This is an optimization exercise on Yosys and OpenROAD, whose aim is small area and a short achievable clock period, not a production implementation. Only simulation tests tie the RTL to the original design; equivalence was not proved.

**design/flow/config.mk**
```make
export PLATFORM = sky130hd
export DESIGN_NAME = RISC_top
export DESIGN_NICKNAME = RISC_top
export VERILOG_FILES = /design/flow/design.v
export SDC_FILE = /design/flow/constraint.sdc
export NUM_CORES = 4
export LEC_CHECK = 0
export CAP_MARGIN = 20
export CORE_MARGIN = 2
export CORE_UTILIZATION = 40
export SLEW_MARGIN = 20
```
**design/flow/constraint.sdc**
```tcl
create_clock -name core_clock -period 8.0 [get_ports {clk}]
set_input_delay 1.6000 -clock core_clock [delete_from_list [all_inputs] [get_ports {clk}]]
set_output_delay 1.6000 -clock core_clock [all_outputs]
set_load 0.01 [all_outputs]
```
**design/flow/design.v**
```verilog
parameter NOP = 7'b0000000;
parameter ADD = 7'b0000010;
parameter SUB = 7'b0000101;
parameter SLT = 7'b1100101;
parameter AND = 7'b0001000;
parameter OR  = 7'b0001010;
parameter XOR = 7'b0001100; 
parameter ST  = 7'b0000001;
parameter LD  = 7'b0100001;
parameter ADI = 7'b0100010; 
parameter SBI = 7'b0100101;
parameter NOT = 7'b0101110;
parameter ANI = 7'b0101000;
parameter ORI = 7'b0101010;
parameter XRI = 7'b0101100;
parameter AIU = 7'b1100010;
parameter SIU = 7'b1000101;
parameter MOV = 7'b1000000;
parameter LSL = 7'b0110000;
parameter LSR = 7'b0110001;
parameter ASL = 7'b0110010;
parameter ASR = 7'b0110011;
parameter ROL = 7'b0110100;
parameter ROR = 7'b0110101;
parameter RLC = 7'b0110110; 
parameter RRC = 7'b0110111;
parameter JMR = 7'b1100001;
parameter BZ  = 7'b0100000;
parameter BNZ = 7'b1100000;
parameter JMP = 7'b1000100;
parameter JML = 7'b0000111;
`timescale 1ns / 1ps
module mux_2to1_32bit(
    input   [31:0] inA,
    input   [31:0] inB,
    input          select,
    output [31:0] out
    );
  assign out = select ?inA:inB;  
endmodule
`timescale 1ns / 1ps
module alu(
   input [31:0]  A,   
   input [31:0]  B,   
   input [3:0] 	 Gselect,  
   output reg    C,   
   output reg	 V,   
   output [31:0] G   
);
   reg [32:0] result;
   assign G = result[31:0];
    localparam transferA = 3'b000;
    localparam incrementA = 3'b001;
    localparam addition = 3'b010;
    localparam add_carry1 = 3'b011;
    localparam A_plus_notB = 3'b100;
    localparam subtraction = 3'b101;
    localparam decrementA = 3'b110;    
    localparam transferA2 = 3'b111; 
    localparam andAB = 3'b00x;
    localparam orAB = 3'b01x;
    localparam xorAB = 3'b10x;
    localparam notA = 3'b11x;
    always @ (*)
    begin
           case(Gselect[3])
            0:
            begin 
                case(Gselect[2:0])
                    transferA: result=A;
                    incrementA: result = A+1;
                    addition:result = A+B;
                    add_carry1:result = A+B+1;
                    A_plus_notB:result = A+~B;
                    subtraction:result = A+~B+1;
                    decrementA:result = A-1;
                    transferA2:result = A;
                    default:result=0; 
                 endcase
             end
             1:
             begin
                 casex(Gselect[2:0])
                    andAB: result = A&B;
                    orAB: result = A|B;
                    xorAB: result = A^B;
                    notA: result = ~A;   
                    default:result=0;                 
                endcase
            end
        endcase        
        C = result[32];
        V = (A[31] == B[31]) ? 1'b0 : (~(A[31] ^ B[31])) ^ (G[31]);        
    end
 endmodule 
`timescale 1ns / 1ps
module BarrelShifter(
    input [31:0] A,
    input [31:0] B,
    input [5:0] SH,
    input [2:0] Hselect,         
    input L,     
    output reg [31:0] H
    );
    parameter logical = 0, arithmetic = 1, rot = 2;
    wire [63:0] LOGICAL;
    wire [63:0] ARITHMETIC;
    wire [63:0] ROT;
    reg [63:0] H_out;   
    assign LOGICAL = {32'b0, A};
    assign ARITHMETIC = {{32{A[31]}}, A};
    assign ROT = {A,A};
    always @(*) begin   
        case(Hselect)
            logical: H_out = L ? LOGICAL << SH : LOGICAL >> SH;
            arithmetic: H_out = L ? ARITHMETIC << SH : ARITHMETIC >> SH;
            rot: H_out = L ? ROT >> (32-SH) : ROT >> SH;
            default: H_out = A;
         endcase
         H = ((Hselect == 3'd3) & L) ? H_out[63:32] : H_out;
    end
endmodule
`timescale 1ns / 1ps
module functionunit(
   input [31:0]  A,  
   input [31:0]  B,  
   input  [4:0] FS,
   input [4:0] SH,
   output reg [31:0] F,  
   output 	 C,   
   output 	 V,   
   output reg	 N,   
   output reg	 Z   
    );
    wire MFselect;
    wire [3:0]Gselect;
    wire [1:0] Hselect;
    wire [31:0] g_out;
    wire [31:0] h_out;
    wire [31:0] f_out;
    assign MFselect = FS [4];
    assign Gselect  = FS[3:0];
    assign Hselect  = FS[3:2];
    alu aluF(
        .A  (A),
        .B  (B),
        .Gselect (Gselect),
        .C  (C),       
        .V  (V),       
        .G  (g_out)
        );
   BarrelShifter bs(
        .A(A),
        .B(B),
        .SH({1'b0, SH}),
        .Hselect(FS[3:1]),
        .L(!FS[0]),
        .H(h_out)
    );
  mux_2to1_32bit muxf ( .inA (h_out),
                          .inB (g_out),
                          .select (MFselect),
                          .out (f_out)  
                            ); 
   always @(*) begin   
        F = f_out;
        Z = ~| f_out;
        N = f_out[31];
   end 
endmodule
`timescale 1ns / 1ps
module InstructionDecoder(
    input	[31:0]	ir ,
    output	reg RW,PS,MW,MB,MA,CS,
    output	reg [4:0]	FS,
    output	reg [1:0]	MD,BS
    );
     parameter NOP = 7'b0000000;
parameter ADD = 7'b0000010;
parameter SUB = 7'b0000101;
parameter SLT = 7'b1100101;
parameter AND = 7'b0001000;
parameter OR  = 7'b0001010;
parameter XOR = 7'b0001100; 
parameter ST  = 7'b0000001;
parameter LD  = 7'b0100001;
parameter ADI = 7'b0100010; 
parameter SBI = 7'b0100101;
parameter NOT = 7'b0101110;
parameter ANI = 7'b0101000;
parameter ORI = 7'b0101010;
parameter XRI = 7'b0101100;
parameter AIU = 7'b1100010;
parameter SIU = 7'b1000101;
parameter MOV = 7'b1000000;
parameter LSL = 7'b0110000;
parameter LSR = 7'b0110001;
parameter ASL = 7'b0110010;
parameter ASR = 7'b0110011;
parameter ROL = 7'b0110100;
parameter ROR = 7'b0110101;
parameter RLC = 7'b0110110; 
parameter RRC = 7'b0110111;
parameter JMR = 7'b1100001;
parameter BZ  = 7'b0100000;
parameter BNZ = 7'b1100000;
parameter JMP = 7'b1000100;
parameter JML = 7'b0000111;
    wire [6:0] opcode;
    assign opcode=ir[31:25];
    always @(*)
        case(opcode)
        NOP: 
                {RW, MD, BS, PS, MW, FS, MB, MA, CS} = 15'b0_00_00_0_0_00000_0_0_0;
            ADD: 
                {RW, MD, BS, PS, MW, FS, MB, MA, CS} = 15'b1_00_00_0_0_00010_0_0_0;
            SUB: 
                {RW, MD, BS, PS, MW, FS, MB, MA, CS} = 15'b1_00_00_0_0_00101_0_0_0;
            SLT: 
                {RW, MD, BS, PS, MW, FS, MB, MA, CS} = 15'b1_10_00_0_0_00101_0_0_0;
            AND: 
                {RW, MD, BS, PS, MW, FS, MB, MA, CS} = 15'b1_00_00_0_0_01000_0_0_0;
            OR: 
                {RW, MD, BS, PS, MW, FS, MB, MA, CS} = 15'b1_00_00_0_0_01010_0_0_0;
            XOR: 
                {RW, MD, BS, PS, MW, FS, MB, MA, CS} = 15'b1_00_00_0_0_01100_0_0_0;
            ST: 
                {RW, MD, BS, PS, MW, FS, MB, MA, CS} = 15'b0_00_00_0_1_00000_0_0_0;
            LD: 
                {RW, MD, BS, PS, MW, FS, MB, MA, CS} = 15'b1_01_00_0_0_00000_0_0_0;
            ADI: 
                {RW, MD, BS, PS, MW, FS, MB, MA, CS} = 15'b1_00_00_0_0_00010_1_0_1;
            SBI: 
                {RW, MD, BS, PS, MW, FS, MB, MA, CS} = 15'b1_00_00_0_0_00101_1_0_1;
            NOT: 
                {RW, MD, BS, PS, MW, FS, MB, MA, CS} = 15'b1_00_00_0_0_01110_0_0_0;
            ANI: 
                {RW, MD, BS, PS, MW, FS, MB, MA, CS} = 15'b1_00_00_0_0_01000_1_0_0;
            ORI: 
                {RW, MD, BS, PS, MW, FS, MB, MA, CS} = 15'b1_00_00_0_0_01010_1_0_0;
            XRI: 
                {RW, MD, BS, PS, MW, FS, MB, MA, CS} = 15'b1_00_00_0_0_01100_1_0_0;
            AIU: 
                {RW, MD, BS, PS, MW, FS, MB, MA, CS} = 15'b1_00_00_0_0_00010_1_0_0;
            SIU: 
                {RW, MD, BS, PS, MW, FS, MB, MA, CS} = 15'b1_00_00_0_0_00101_1_0_0;
            MOV: 
                {RW, MD, BS, PS, MW, FS, MB, MA, CS} = 15'b1_00_00_0_0_00000_0_0_0;
            LSL: 
                {RW, MD, BS, PS, MW, FS, MB, MA, CS} = 15'b1_00_00_0_0_10000_0_0_0;
            LSR: 
                {RW, MD, BS, PS, MW, FS, MB, MA, CS} = 15'b1_00_00_0_0_10001_0_0_0;
            ASL: 
                {RW, MD, BS, PS, MW, FS, MB, MA, CS} = 15'b1_00_00_0_0_10010_0_0_0;
            ASR: 
                {RW, MD, BS, PS, MW, FS, MB, MA, CS} = 15'b1_00_00_0_0_10011_0_0_0;
            ROL: 
                {RW, MD, BS, PS, MW, FS, MB, MA, CS} = 15'b1_00_00_0_0_10100_0_0_0;
            ROR: 
                {RW, MD, BS, PS, MW, FS, MB, MA, CS} = 15'b1_00_00_0_0_10101_0_0_0;
            RLC: 
                {RW, MD, BS, PS, MW, FS, MB, MA, CS} = 15'b1_00_00_0_0_10110_0_0_0;
            RRC: 
                {RW, MD, BS, PS, MW, FS, MB, MA, CS} = 15'b1_00_00_0_0_10111_0_0_0;
            JMR: 
                {RW, MD, BS, PS, MW, FS, MB, MA, CS} = 15'b0_00_10_0_0_00000_0_0_0;
            BZ: 
                {RW, MD, BS, PS, MW, FS, MB, MA, CS} = 15'b0_00_01_0_0_00000_1_0_1;
            BNZ: 
                {RW, MD, BS, PS, MW, FS, MB, MA, CS} = 15'b0_00_01_1_0_00000_1_0_1;
            JMP: 
                {RW, MD, BS, PS, MW, FS, MB, MA, CS} = 15'b0_00_11_0_0_00000_1_0_1;
            JML: 
                {RW, MD, BS, PS, MW, FS, MB, MA, CS} = 15'b1_00_11_0_0_00111_1_1_1;
            default: 
                {RW, MD, BS, PS, MW, FS, MB, MA, CS} = 15'b0_00_00_0_0_00000_0_0_0;
         endcase
endmodule
`timescale 1ns / 1ps
module DOF(
   input [15:0] pc_1,
   input [31:0] ir,
   input [31:0] A_data,B_data, 
   output [4:0] DA,SH,FS,
   output  RW,PS,MW,     
    output [1:0]	MD,BS,
    output [15:0] pc_2,
    output [31:0] BusA,BusB,
    output [31:0] CU,
    output [4:0] AA,  
    output [4:0] BA  
    );
    wire [6:0] opcode;
    wire [14:0] IM;
    assign opcode=ir[31:25];
    assign IM=ir[14:0];
    assign DA=ir[24:20];    
    assign AA=ir[19:15];
    assign BA=ir[14:10];
    assign SH=ir[4:0];
    assign pc_2=pc_1;
    wire MA,MB,CS;
    mux_2to1_32bit muxa ( .inA ({16'b0,pc_1[15:0]}),
                          .inB (A_data),
                          .select (MA),
                           .out (BusA)
    ); 
    mux_2to1_32bit muxb ( .inA (CU),
                          .inB (B_data),
                          .select (MB),
                           .out (BusB)
    ); 
    InstructionDecoder id (	.ir (ir) ,
                            .RW (RW),
                            .MD (MD),
                            .BS (BS),
                            .PS (PS),
                            .MW (MW),
                            .FS (FS),
                            .MA (MA),
                            .MB (MB),
                            .CS (CS)                            
                            );
        assign  CU = CS ? {{17{IM[14]}}, IM[14:0]} : {{17{1'b0}}, IM[14:0]};  
endmodule
`timescale 1ns / 1ps
module EX(
    input [15:0] pc_2,
    input [4:0] DA,SH,FS,
    input  RW,PS,MW,    
    input [1:0]	MD,BS,
    input [31:0] BusA,BusB,
    output RW_EX,
    output [4:0] DA_EX,
    output [1:0] MD_EX,
    output [31:0] F,
    output  NxorV,C,V,N,Z,
    output [31:0] BrA,
    output [31:0] RAA,
    output MW_EX,
    output [5:0] memaddr,
    output [31:0] datain
    );
    assign BrA = pc_2 + BusB;
    assign RAA=BusA;   
    functionunit fu (
        .A(BusA),
        .B(BusB),
        .FS(FS),
        .SH(SH),
        .C(C),
        .V(V),
        .N(N),
        .Z(Z),
        .F(F)
    );
    assign NxorV=N^V;
    assign MW_EX = MW;
    assign memaddr = BusA[5:0];
    assign datain = BusB;
    assign RW_EX = RW;
    assign DA_EX = DA;
    assign MD_EX = MD;  
endmodule
`timescale 1ns / 1ps
module WB(
    input RW,
    input [4:0] DA,
    input [1:0] MD,
    input NxorV,
    input [31:0] F,
    input [31:0] Data_out,
    output reg [31:0] BusD
    );
    always @(*) begin
        case (MD) 
            2'b00: BusD = F;
            2'b01: BusD = Data_out;
            2'b10: BusD = {{31'b0}, NxorV};
            default: BusD = F;
        endcase
    end
endmodule
`timescale 1ns / 1ps
module preIF(
   input [1:0]  BS, 
   input PS,  
   input Z,
   input [15:0] nPC,
   input [31:0] BrA,
   input [31:0] RAA,
   output [15:0] PC_out
       );
assign PC_out = ((BS==0)||(BS==1 && PS==0 && Z==0)||(BS==1 && PS==1 && Z==1))  ? nPC :
            ((BS==1 && PS==0 && Z==1)||(BS==1 && PS==1 && Z==0)||(BS==3))  ? BrA  :
            (BS==2) ? RAA : 0 ;    
endmodule
`timescale 1ns / 1ps
module RegFile(
input clk,rst,
	input RW,
	input C,V,N,Z,
	input [4:0] FS,
	input [4:0] AA,BA,DA,
	input [31:0] Writedata,	
	output [31:0] A_data,B_data	
	);
	reg [31:0] Registers [0:31];
	integer i;
    always @(posedge clk) begin 
        if(rst)
            for(i = 0; i < 32; i = i + 1)
                Registers[i] <= i;          
        else begin  
            if (FS !=0)
                Registers[31] <= {28'b0,Z,V,N,C};         
             if(RW) begin 
                if (DA != 5'b0)                                            
                Registers[DA] <= Writedata;
              end   
        end
        end
wire [31:0] flags = {28'b0,Z,V,N,C};
assign A_data = (RW && DA != 5'b0 && DA == AA) ? Writedata :
                (AA == 5'd31 && FS != 0) ? flags : Registers[AA];
assign B_data = (RW && DA != 5'b0 && DA == BA) ? Writedata :
                (BA == 5'd31 && FS != 0) ? flags : Registers[BA];
endmodule
`timescale 1ns / 1ps
`timescale 1ns / 1ps
module RISC_top(
    input clk,rst,
    output [15:0] imem_addr,
    input  [31:0] imem_data,
    output        dmem_we,
    output [5:0]  dmem_addr,
    output [31:0] dmem_wdata,
    input  [31:0] dmem_rdata,
    output        wb_we,
    output [4:0]  wb_addr,
    output [31:0] wb_data
    );
    reg [15:0] pc_reg;
    wire [15:0] pc_1;  
    wire [31:0] ir;  
    assign imem_addr = pc_reg;
    assign ir = imem_data;
    assign pc_1 = pc_reg + 16'b1;
    wire [31:0] A_data;
    wire [31:0] B_data;
    wire [4:0] DA,SH,FS;
    wire RW,PS,MW;    
    wire [1:0] MD,BS;
    wire [15:0] pc_2;
    wire [31:0] BusA,BusB;
    wire [31:0] CU;  
    wire [4:0] AA,BA;
    reg [15:0] pc_1_latch;               
    reg [31:0] ir_latch;  
    DOF df (
            .pc_1(pc_1_latch), 
            .ir (ir_latch), 
            .A_data (A_data), 
            .B_data (B_data), 
            .DA (DA),
            .AA (AA),
            .BA (BA),
            .SH (SH),
            .FS (FS),
            .RW (RW),
            .PS (PS),
            .MW (MW),
            .MD (MD),
            .BS (BS),
            .pc_2 (pc_2),
            .BusA (BusA),
            .BusB (BusB),
            .CU (CU)  
            );                       
    reg [4:0] DA_latch,SH_latch,FS_latch;
    reg RW_latch,PS_latch,MW_latch;    
    reg [1:0] MD_latch,BS_latch;
    reg [31:0] BusA_latch,BusB_latch;
    wire RW_EX,NxorV,C,V,N,Z;
    wire [4:0] DA_EX;
    wire [1:0] MD_EX;
    wire [31:0] F;
    wire [31:0] RAA;
    wire [31:0] BrA;
    wire [31:0] Data_out;
    reg [15:0] pc_2_latch;
    EX ex1 ( .pc_2(pc_2_latch),
            .DA (DA_latch),
            .SH (SH_latch),
            .FS (FS_latch),
            .RW (RW_latch),
            .PS (PS_latch),
            .MW (MW_latch),
            .MD (MD_latch),
            .BS (BS_latch),
            .BusA (BusA_latch),
            .BusB (BusB_latch),
            .RW_EX (RW_EX),
            .DA_EX (DA_EX),
            .MD_EX (MD_EX),
            .F (F),
            .NxorV (NxorV),.C (C),.V (V),.N (N),.Z (Z),
            .BrA (BrA),
            .RAA (RAA),
            .MW_EX (dmem_we),
            .memaddr (dmem_addr),
            .datain (dmem_wdata)
    );
    assign Data_out = dmem_rdata;
    wire [15:0] npc_mux;
    preIF mc (        .BS (BS_latch),
                        .PS (PS_latch),
                        .Z (Z),
                        .nPC (pc_1), 
                        .BrA (BrA),
                        .RAA (RAA),
                        .PC_out (npc_mux)
                       ); 
    wire[31:0] BusD;
    reg RW_EX_latch,NxorV_latch;
    reg [4:0]DA_EX_latch;
    reg [1:0]MD_EX_latch;
    reg [31:0]F_latch,Data_out_latch;
    WB wb1 (
            .RW (RW_EX_latch),
            .DA (DA_EX_latch),
            .MD (MD_EX_latch),
            .NxorV (NxorV_latch),
            .F (F_latch),
            .Data_out (Data_out_latch),
            .BusD (BusD)
            );
     RegFile rf1 ( .clk (clk),
                  .rst (rst),  
                   .RW (RW_EX_latch), 
                   .AA (AA), 
                   .BA (BA), 
                   .DA (DA_EX_latch), 
                   .Writedata (BusD), 
                   .A_data (A_data), 
                   .B_data (B_data), 
                   .C (C),
                   .V (V),
                   .N (N),
                   .Z (Z),
                   .FS (FS_latch)
                );
    assign wb_we   = RW_EX_latch && (DA_EX_latch != 5'b0);
    assign wb_addr = DA_EX_latch;
    assign wb_data = BusD;
    always @(posedge clk) begin
        if (rst) begin
            {pc_reg, pc_1_latch, pc_2_latch} <= {16'b0, 16'b0, 16'b0};
            ir_latch <= 32'b0;
            {RW_latch, DA_latch, MD_latch, BS_latch, PS_latch, MW_latch, FS_latch, SH_latch} <= {1'b0, 5'b0, 2'b0, 2'b0, 1'b0, 1'b0, 5'b0, 5'b0};
            {BusA_latch, BusB_latch} <= {32'b0, 32'b0};
            RW_EX_latch<=0;
            DA_EX_latch<=0;
            MD_EX_latch<=0;
            F_latch<=0;
            NxorV_latch<=0;
            Data_out_latch<=0;
            end
         else begin
            pc_reg<=npc_mux;  
            pc_1_latch<=pc_1;
            ir_latch<=ir;  
            pc_2_latch<=pc_2;         
            RW_latch<=RW;
            DA_latch<=DA;
            MD_latch<=MD;
            SH_latch<=SH;
            FS_latch<=FS;
            PS_latch<=PS;
            MW_latch<=MW;
            BS_latch<=BS;
            BusA_latch<=BusA;
            BusB_latch<=BusB;
            RW_EX_latch<=RW_EX;
            DA_EX_latch<=DA_EX;
            MD_EX_latch<=MD_EX;
            F_latch<=F;
            NxorV_latch<=NxorV;
            Data_out_latch<=Data_out;
            end
    end        
endmodule
```
**design/flow/run.sh**
```bash
#!/bin/bash
# synth_recipe.tcl (not shown) runs the flow's synth.tcl, then flattens the netlist and writes it again
# the make line also repeats each setting of config.mk as NAME=value (left out here)
make -C /OpenROAD-flow-scripts/flow DESIGN_CONFIG=/design/flow/config.mk WORK_HOME=/design/flow/orfs CLKGATE_MAP_FILE= SYNTH_SCRIPT=/design/flow/synth_recipe.tcl finish
```
==> run notes <==
metrics by stage:
stage | std cells | util (%) | hold slack (ps) | setup slack [ps] | area, um2
2_1_floorplan | 7322 | - | 410 | 2190 | 80400
3_3_place_gp | 9753 | 42.8 | 417 | 973 | 85500
3_5_place_dp | 9753 | 42.8 | 423 | 981 | 85500
4_1_cts | 10003 | 45.1 | 434 | 928 | 90100
5_1_grt | 10007 | 45.1 | 439 | 504 | 90100
6_report | 10012 | 45.1 | 427 | 498 | 90100
report_power, final:
group / internal, mW / switching, mW
Sequential: 7.39 / 0.221
Clock: 3.67 / 2.86
Combinational: 1.41 / 2.81
cells in the final DEF (no fill, tap or decap), types with 34 or more instances in the layout:
| master | n |
|---|---|
| clkdlybuf4s50_1 | 157 |
| nand3_1 | 102 |
| mux2_2 | 67 |
| inv_1 | 197 |
| nor4_1 | 39 |
| edfxtp_1 | 1024 |
| buf_4 | 289 |
| nand4_1 | 47 |
| nor2_1 | 1320 |
| a21oi_1 | 301 |
| mux2i_1 | 398 |
| ha_1 | 160 |
| nor3_1 | 88 |
| clkbuf_16 | 145 |
| mux4_2 | 588 |
| o22ai_1 | 86 |
| o211ai_1 | 70 |
| xnor2_1 | 76 |
| o21ai_0 | 273 |
| nand2b_1 | 42 |
| o31ai_1 | 34 |
| dfxtp_1 | 228 |
| o221ai_1 | 50 |
| a211oi_1 | 97 |
| nand2_1 | 414 |
| nor2b_1 | 132 |
| a221oi_1 | 46 |
| a31oi_1 | 47 |
logic make-up (layout without fill, tap and decap cells):
kind of cell | count (synthesis) | count (layout) | synth area share (%)
multiplexers | 1056 | 1056 | 22.4
AO/OA/AOI/OAI | 1393 | 1393 | 11.7
other | 1 | 41 | 0.00467
flip-flops | 1271 | 1271 | 44.4
buffers and inverters | 895 | 920 | 4.41
AND/OR/NAND/NOR | 2400 | 2400 | 13.2
XOR/XNOR | 109 | 109 | 1.19
adder cells (fa/ha/maj) | 166 | 166 | 2.62
metal layers:
metal	up-vias	GRT usage (%)	routed length, um
met2	4721	54.9	167000
met3	1053	7.27	37700
li1	27366	-	-
met1	33868	43.4	131000
met4	16	22.5	28000
met5	-	0	116
final timing paths:
kind,endpoint,slack [ps],cells after the start
worst max-delay path,pc_reg[9],500,21
worst min-delay path,FS_latch[3],430,1
worst max register to register,pc_reg[9],500,21
worst min register to register,FS_latch[3],430,1
synthesized netlist by cell type, types with 86 or more instances:
library cell | number | area, um2
inv_1 | 198 | 743
a21oi_1 | 329 | 1650
nand2_1 | 426 | 1600
mux4_2 | 588 | 13200
nor2_1 | 1323 | 4970
nand3_1 | 104 | 521
o21ai_0 | 273 | 1370
o22ai_1 | 86 | 538
nor3_1 | 88 | 440
clkbuf_1 | 484 | 1820
dfxtp_1 | 247 | 4940
ha_1 | 161 | 2010
buf_1 | 109 | 409
mux2i_1 | 398 | 3980
a211oi_1 | 97 | 728
nor2b_1 | 134 | 838
edfxtp_1 | 1024 | 30700
cell type report:
class | count | area share (%)
multi-input combinational | 5156 | 46.3
tap | 2656 | 3.69
timing repair buffer | 457 | 4.39
antenna | 9 | 0.0250
clock buffer | 182 | 4.26
inverter | 213 | 0.887
clock inverter | 68 | 0.744
sequential | 1271 | 39.7
critical path, cell delays in order, from the launching register on:
cell,delay [ps]
dfxtp_2,320
and2_1,350
nand2_1,220
inv_1,790
ha_1,440
nor2b_1,170
o211ai_1,280
a21oi_1,120
a21oi_1,310
o211ai_1,130
nand2_1,90
xor2_1,530
a211oi_1,310
a311oi_1,750
o211ai_1,310
nor4_1,850
buf_4,260
and4_1,240
a21oi_2,80
buf_4,140
o31a_1,330
a221oi_1,330
==> flow_summary.toml <==
[cts]
cts_tree = "built"
ctsHoldBuffers = 0
cts_max_level = 4
ctsResizeCount = 0
cts.sinks = 1271
insertion_delay_ps = 830
numCtsBuffers = 139
cts_root_buf = "clkbuf_16"
cts_setup_buffers = 0
cts.clk_slew.worst_paths_ps = 60
clk_path_buf_depth = 3

[timing]
final_hold_viol_count = 0
post-route-period-util_pct = 93.8
grt_setup_unrepaired = "no"
setup_viol = 0
slew_headroom_pct = 12.8
slew_viol_final = 0
fin_skew_ps = 52.9
fmax_ghz = 0.133
fin_setup_tns_ps = 0
tightest_slew_ps = 1310
final.min_clock_period_ps = 7500

[worst_hold_path]
worstHoldStart = "FS[3]"
min_path_type = "flop to flop"

[place]
place_congestion = 1.09
dp_hpwl_um = 249000
place.port_buffers = 158

[setup_path]
critPathMaxFanout = 14
r2r-start = "FS_latch[2]"
crit_start = "FS_latch[2]"
cp_data_arrival_time_ps = 8190
worstSetupEndpointType = "flop"
cp-start-kind = "flop"
crit_type = "flop to flop"
required_ps = 8690

[global_routing]
grt_pass1_vias = 65005
gr-total-overflow = 0
grt_max_degree = 90
grt_util_all_layers_pct = 34.8
grt_pass1_wl_um = 505000
antenna_found_initial = 18

[drt]
route.detailed.drc = 0
ant_nets = 0
wire_per_inst_um = 36.3
firstDrtPassIters = 6
vias = 67024
routed_via_density = 6.69
drt-total-wl_um = 364000
first_iter_violations = 10383

[final_layout]
largest_reg_flops = 1024
largest_register = "rf1.Registers"
multiInputGateArea_um2 = 41700
area_growth_pct = 12.1
nets = 7469
fillers = 18343
regArea_um2 = 35700
drive_gt1_share_pct = 18.6

[synthesis]
seq_area_frac_synth_pct = 44.4
synth_cell_types = 115
avgSynthCellArea_um2 = 11.0
syn_area_um2 = 80300
synth_edf_count = 1024
async_flop_share_pct = 0
netlist_instances = 7291
ys_ff_latch = 1271
synthFlopType = "edfxtp_1"
yosysWarnings = 7

[die]
io_pins = 159
start_util_pct = 40.2
fp-row-count = 164
core_um2 = 200000
chipHeight_um = 452
dieArea_um2 = 204000
die_w_um = 452

[pwr]
leakage_nw = 30.5
p_total_mw = 18.4
power_density_nw_per_um2 = 204
max-vdd-ir-drop_mv = 0.234

[run_status]
outcome = "complete, no violations"

[run]
drv_cap = 0

## re-timing with driven ports
Ports are ideal in the flow. The routed layout listed here was re-timed in OpenROAD.
Step 1 (the two cells are an assumption about what drives the block):
set clk [get_ports {clk}]
set_driving_cell -lib_cell sky130_fd_sc_hd__clkbuf_16 $clk
set_driving_cell -lib_cell sky130_fd_sc_hd__buf_2 [delete_from_list [all_inputs] $clk]
Step 2 also shifts input and output timing later by t, the mid clock arrival at the registers, as if the neighbouring blocks saw the same clock.
Three values: ideal ports, drivers, drivers and shift; two values: the first two.
shift t [ns]: 0.891
slack for setup (ns): 0.498 / 0.498 / 0.498
worst data-port slew with drivers (ns): 0.35
After both steps this run still meets setup and hold. The setup slack of this run moves by 0.000 ns with the drivers and by 0.000 ns with both steps.
